Source: an optimization exercise on an open RTL-to-GDS flow (aim: small area and a short achievable clock period). Production flows keep margins and buffers that such runs may drop. No activity file was given, so power comes from the tool's default toggle rates.

==> try-violet: inputs <==
==> flow/design.v (excerpt) <==
module mod3_1(
  input clk,
  input reset_n,
  input signed [22:0] a,
  input signed [22:0] b,
  input signed [16:0] c,
  output signed [39:0] y
);
clock: 7.0 ns
lec_check: 0
abc_area: 1
cap_margin: 20
core_margin: 2
core_utilization: 65
cts_buf_list: sky130_fd_sc_hd__clkbuf_8
setup_slack_margin: 3.4
slew_margin: 70
standard.sh (not shown) runs the stock make flow with config.mk's settings and CLKGATE_MAP_FILE= SYNTH_SCRIPT=/design/flow/synth_recipe.tcl, a recipe that flattens the netlist after the stock synthesis.
==> flow/flow/run.sh <==
#!/bin/bash
# Layout flow: the standard layout (standard.sh) with two changes:
#  1. synthesis runs Yosys's synth with -noabc, so the generic "abc -fast" pass does not
#     restructure the design's adder cells before extract_fa; everything else in the
#     synthesis script (synth_recipe.tcl and ORFS synth.tcl) is unchanged.
#  2. the port buffers that place inserts are sky130_fd_sc_hd__buf_1 (buffer_ports
#     -buffer_cell) instead of the cell buffer_ports picks by default.
set -euo pipefail
work=$PWD
sed 's/synth -nofsm -noshare {\*}\$args/synth -nofsm -noshare -noabc {*}$args/' \
  synth_recipe.tcl > flow_synth.tcl
grep -q -- '-noabc' flow_synth.tcl
bash standard.sh "SYNTH_SCRIPT=$work/flow_synth.tcl" \
  "BUFFER_PORTS_ARGS=-buffer_cell ${PORT_BUF:-sky130_fd_sc_hd__buf_1}" finish \
  > flow_make.log 2>&1
==> try-nickel: changes against try-violet <==
--- a/flow/design.v
+++ b/flow/design.v
@@ -8,16 +8,17 @@
 );
   reg [23:0] d1n, d2n;
   reg r1q, f1q;
   reg [8:0] one_q, two_q, neg_q, onen_q, twon_q;
   reg [11:0] ylo;
   reg cyq;
   reg [27:0] h0;
   reg [27:0] h1;
+  reg kq;
   wire kill = ~reset_n | f1q;
   wire [8:0] one_w, two_w, neg_w;
   wire [16:0] c1 = c;
   assign one_w[0] = c1[0] ^ 1'b0;
   assign two_w[0] = (c1[1] & ~c1[0] & ~1'b0) | (~c1[1] & c1[0] & 1'b0);
   assign neg_w[0] = c1[1];
   assign one_w[1] = c1[2] ^ c1[1];
   assign two_w[1] = (c1[3] & ~c1[2] & ~c1[1]) | (~c1[3] & c1[2] & c1[1]);
@@ -1695,85 +1696,85 @@
   assign pp669 = fp628 & pp667;
   assign pg670 = pg644 | (pp645 & pg666);
   assign pp671 = pp645 & pp667;
   assign pg672 = pg656 | (pp657 & pg666);
   assign pp673 = pp657 & pp667;
   assign pg674 = pg658 | (pp659 & pg666);
   assign pp675 = pp659 & pp667;
   wire [11:0] ylo_d;
-  assign ylo_d[0] = (fp612) & ~kill;
-  assign ylo_d[1] = (fp614 ^ fg613) & ~kill;
-  assign ylo_d[2] = (fp616 ^ pg636) & ~kill;
-  assign ylo_d[3] = (fp618 ^ pg648) & ~kill;
-  assign ylo_d[4] = (fp620 ^ pg650) & ~kill;
-  assign ylo_d[5] = (fp622 ^ pg660) & ~kill;
-  assign ylo_d[6] = (fp624 ^ pg662) & ~kill;
-  assign ylo_d[7] = (fp626 ^ pg664) & ~kill;
-  assign ylo_d[8] = (fp628 ^ pg666) & ~kill;
-  assign ylo_d[9] = (fp630 ^ pg668) & ~kill;
-  assign ylo_d[10] = (fp632 ^ pg670) & ~kill;
-  assign ylo_d[11] = (fp634 ^ pg672) & ~kill;
+  assign ylo_d[0] = fp612;
+  assign ylo_d[1] = fp614 ^ fg613;
+  assign ylo_d[2] = fp616 ^ pg636;
+  assign ylo_d[3] = fp618 ^ pg648;
+  assign ylo_d[4] = fp620 ^ pg650;
+  assign ylo_d[5] = fp622 ^ pg660;
+  assign ylo_d[6] = fp624 ^ pg662;
+  assign ylo_d[7] = fp626 ^ pg664;
+  assign ylo_d[8] = fp628 ^ pg666;
+  assign ylo_d[9] = fp630 ^ pg668;
+  assign ylo_d[10] = fp632 ^ pg670;
+  assign ylo_d[11] = fp634 ^ pg672;
   wire [27:0] h0_d, h1_d;
-  assign h0_d[0] = (co557) & ~kill;
-  assign h1_d[0] = (s558) & ~kill;
-  assign h0_d[1] = (co559) & ~kill;
-  assign h1_d[1] = (s560) & ~kill;
-  assign h0_d[2] = (co561) & ~kill;
-  assign h1_d[2] = (s562) & ~kill;
-  assign h0_d[3] = (co563) & ~kill;
-  assign h1_d[3] = (s564) & ~kill;
-  assign h0_d[4] = (co565) & ~kill;
-  assign h1_d[4] = (s566) & ~kill;
-  assign h0_d[5] = (co567) & ~kill;
-  assign h1_d[5] = (s568) & ~kill;
-  assign h0_d[6] = (co569) & ~kill;
-  assign h1_d[6] = (s570) & ~kill;
-  assign h0_d[7] = (co571) & ~kill;
-  assign h1_d[7] = (s572) & ~kill;
-  assign h0_d[8] = (co573) & ~kill;
-  assign h1_d[8] = (s574) & ~kill;
-  assign h0_d[9] = (co575) & ~kill;
-  assign h1_d[9] = (s576) & ~kill;
-  assign h0_d[10] = (co577) & ~kill;
-  assign h1_d[10] = (s578) & ~kill;
-  assign h0_d[11] = (co579) & ~kill;
-  assign h1_d[11] = (s580) & ~kill;
-  assign h0_d[12] = (co581) & ~kill;
-  assign h1_d[12] = (s582) & ~kill;
-  assign h0_d[13] = (co583) & ~kill;
-  assign h1_d[13] = (s584) & ~kill;
-  assign h0_d[14] = (co585) & ~kill;
-  assign h1_d[14] = (s586) & ~kill;
-  assign h0_d[15] = (co587) & ~kill;
-  assign h1_d[15] = (s588) & ~kill;
-  assign h0_d[16] = (co589) & ~kill;
-  assign h1_d[16] = (s590) & ~kill;
-  assign h0_d[17] = (co591) & ~kill;
-  assign h1_d[17] = (s592) & ~kill;
-  assign h0_d[18] = (co593) & ~kill;
-  assign h1_d[18] = (s594) & ~kill;
-  assign h0_d[19] = (co595) & ~kill;
-  assign h1_d[19] = (s596) & ~kill;
-  assign h0_d[20] = (co597) & ~kill;
-  assign h1_d[20] = (s598) & ~kill;
-  assign h0_d[21] = (co599) & ~kill;
-  assign h1_d[21] = (s600) & ~kill;
-  assign h0_d[22] = (co601) & ~kill;
-  assign h1_d[22] = (s602) & ~kill;
-  assign h0_d[23] = (co603) & ~kill;
-  assign h1_d[23] = (s604) & ~kill;
-  assign h0_d[24] = (co605) & ~kill;
-  assign h1_d[24] = (s606) & ~kill;
-  assign h0_d[25] = (co607) & ~kill;
-  assign h1_d[25] = (s608) & ~kill;
-  assign h0_d[26] = (co609) & ~kill;
-  assign h1_d[26] = (s610) & ~kill;
-  assign h0_d[27] = (co611) & ~kill;
-  assign h1_d[27] = (ci261) & ~kill;
+  assign h0_d[0] = co557;
+  assign h1_d[0] = s558;
+  assign h0_d[1] = co559;
+  assign h1_d[1] = s560;
+  assign h0_d[2] = co561;
+  assign h1_d[2] = s562;
+  assign h0_d[3] = co563;
+  assign h1_d[3] = s564;
+  assign h0_d[4] = co565;
+  assign h1_d[4] = s566;
+  assign h0_d[5] = co567;
+  assign h1_d[5] = s568;
+  assign h0_d[6] = co569;
+  assign h1_d[6] = s570;
+  assign h0_d[7] = co571;
+  assign h1_d[7] = s572;
+  assign h0_d[8] = co573;
+  assign h1_d[8] = s574;
+  assign h0_d[9] = co575;
+  assign h1_d[9] = s576;
+  assign h0_d[10] = co577;
+  assign h1_d[10] = s578;
+  assign h0_d[11] = co579;
+  assign h1_d[11] = s580;
+  assign h0_d[12] = co581;
+  assign h1_d[12] = s582;
+  assign h0_d[13] = co583;
+  assign h1_d[13] = s584;
+  assign h0_d[14] = co585;
+  assign h1_d[14] = s586;
+  assign h0_d[15] = co587;
+  assign h1_d[15] = s588;
+  assign h0_d[16] = co589;
+  assign h1_d[16] = s590;
+  assign h0_d[17] = co591;
+  assign h1_d[17] = s592;
+  assign h0_d[18] = co593;
+  assign h1_d[18] = s594;
+  assign h0_d[19] = co595;
+  assign h1_d[19] = s596;
+  assign h0_d[20] = co597;
+  assign h1_d[20] = s598;
+  assign h0_d[21] = co599;
+  assign h1_d[21] = s600;
+  assign h0_d[22] = co601;
+  assign h1_d[22] = s602;
+  assign h0_d[23] = co603;
+  assign h1_d[23] = s604;
+  assign h0_d[24] = co605;
+  assign h1_d[24] = s606;
+  assign h0_d[25] = co607;
+  assign h1_d[25] = s608;
+  assign h0_d[26] = co609;
+  assign h1_d[26] = s610;
+  assign h0_d[27] = co611;
+  assign h1_d[27] = ci261;
   wire [29:0] ax676, bx677, sm678;
   assign ax676 = {1'b0, h0[27], h0[26], h0[25], h0[24], h0[23], h0[22], h0[21], h0[20], h0[19], h0[18], h0[17], h0[16], h0[15], h0[14], h0[13], h0[12], h0[11], h0[10], h0[9], h0[8], h0[7], h0[6], h0[5], h0[4], h0[3], h0[2], h0[1], h0[0], 1'b1};
   assign bx677 = {1'b0, h1[27], h1[26], h1[25], h1[24], h1[23], h1[22], h1[21], h1[20], h1[19], h1[18], h1[17], h1[16], h1[15], h1[14], h1[13], h1[12], h1[11], h1[10], h1[9], h1[8], h1[7], h1[6], h1[5], h1[4], h1[3], h1[2], h1[1], h1[0], cyq};
   assign sm678 = ax676 + bx677;
   wire [39:0] sum;
   assign sum[0] = ylo[0];
   assign sum[1] = ylo[1];
   assign sum[2] = ylo[2];
@@ -1809,24 +1810,25 @@
   assign sum[32] = sm678[21];
   assign sum[33] = sm678[22];
   assign sum[34] = sm678[23];
   assign sum[35] = sm678[24];
   assign sum[36] = sm678[25];
   assign sum[37] = sm678[26];
   assign sum[38] = sm678[27];
   assign sum[39] = sm678[28];
-  assign y = sum;
+  assign y = sum & {40{~kq}};
   always @(posedge clk) begin
     d1n <= ~dsub;
     r1q <= ~reset_n;
     d2n <= d1n;
     f1q <= ~reset_n | r1q;
     onen_q <= ~one_w;
     twon_q <= ~two_w;
     neg_q <= neg_w;
     r8q <= r8_d;
     ylo <= ylo_d;
-    cyq <= (pg674) & ~kill;
+    cyq <= pg674;
     h0 <= h0_d;
     h1 <= h1_d;
+    kq <= kill;
   end
 endmodule
==> qor summary <==
quantity                                               try-nickel  try-violet
Post-detailed-route wirelength per cell                   17.1 um     16.8 um
Outcome                          no timing/DRC/antenna violations  no timing/DRC/antenna violations
Worst supply voltage drop on vdd                         0.288 mV    0.314 mV
Detailed route wirelength on metal2                      16400 um    16300 um
Largest net degree at the start of global routing              27          66
Latest clock arrival within the worst-skew pair           0.48 ns     0.47 ns
Number of instances resized during post-cts repair             58          24
Starting Density                                            0.657       0.664
GRT met1 Usage                                              0.393       0.411
Capture point of the worst reg-to-reg path                 ylo[9]     ylo[11]
Start point of the worst min-delay path                   d1n[22]     d1n[23]
Layout Cells excl Fill                                       2051        2120
Largest incremental delay on the critical path            0.39 ns     0.42 ns
Internal power contribution                               4.25 mW     3.64 mW
Max-slew headroom                                           0.707       0.706
M1 WL                                                    15200 um    15800 um
Placement Cell Area                                     15200 um2   15500 um2
Leakage component of the power                            7.46 nW     7.80 nW
Share of post-route cells with drive strength above 1       0.138      0.0981
No functional check of the RTL was part of any run of this note.

==> static timing again, ports no longer ideal <==
No port has a modelled driver above. Below, the same layouts with a new extraction and two added sets of constraints.
Step 1 (the two cells are an assumption about what drives the block):
set clk [get_ports {clk}]
set_driving_cell -lib_cell sky130_fd_sc_hd__clkbuf_16 $clk
set_driving_cell -lib_cell sky130_fd_sc_hd__buf_2 [delete_from_list [all_inputs] $clk]
Step 2 adds t to the input delays and takes it off the output delays; t is the mean of the earliest and latest rising clock arrival at the registers after step 1. Input paths then give back, and output paths get back, about the clock's delay inside the block.
Slacks: ideal ports / drivers / drivers and shift; pairs: ideal ports / drivers.
run | t (ns) | slack for setup (ns) | hold slack, ns | cell pins on the clock port's net
try-violet | 0.501 | 3.476 / 3.433 / 3.419 | 0.367 / 0.367 / 0.367 | 1
try-nickel | 0.513 | 3.484 / 3.437 / 3.349 | 0.355 / 0.355 / 0.355 | 1
After both steps setup and hold are still met in every run listed. For try-nickel, which loses most, drivers alone change the setup slack by -0.047 ns; drivers and shift together by -0.135 ns.
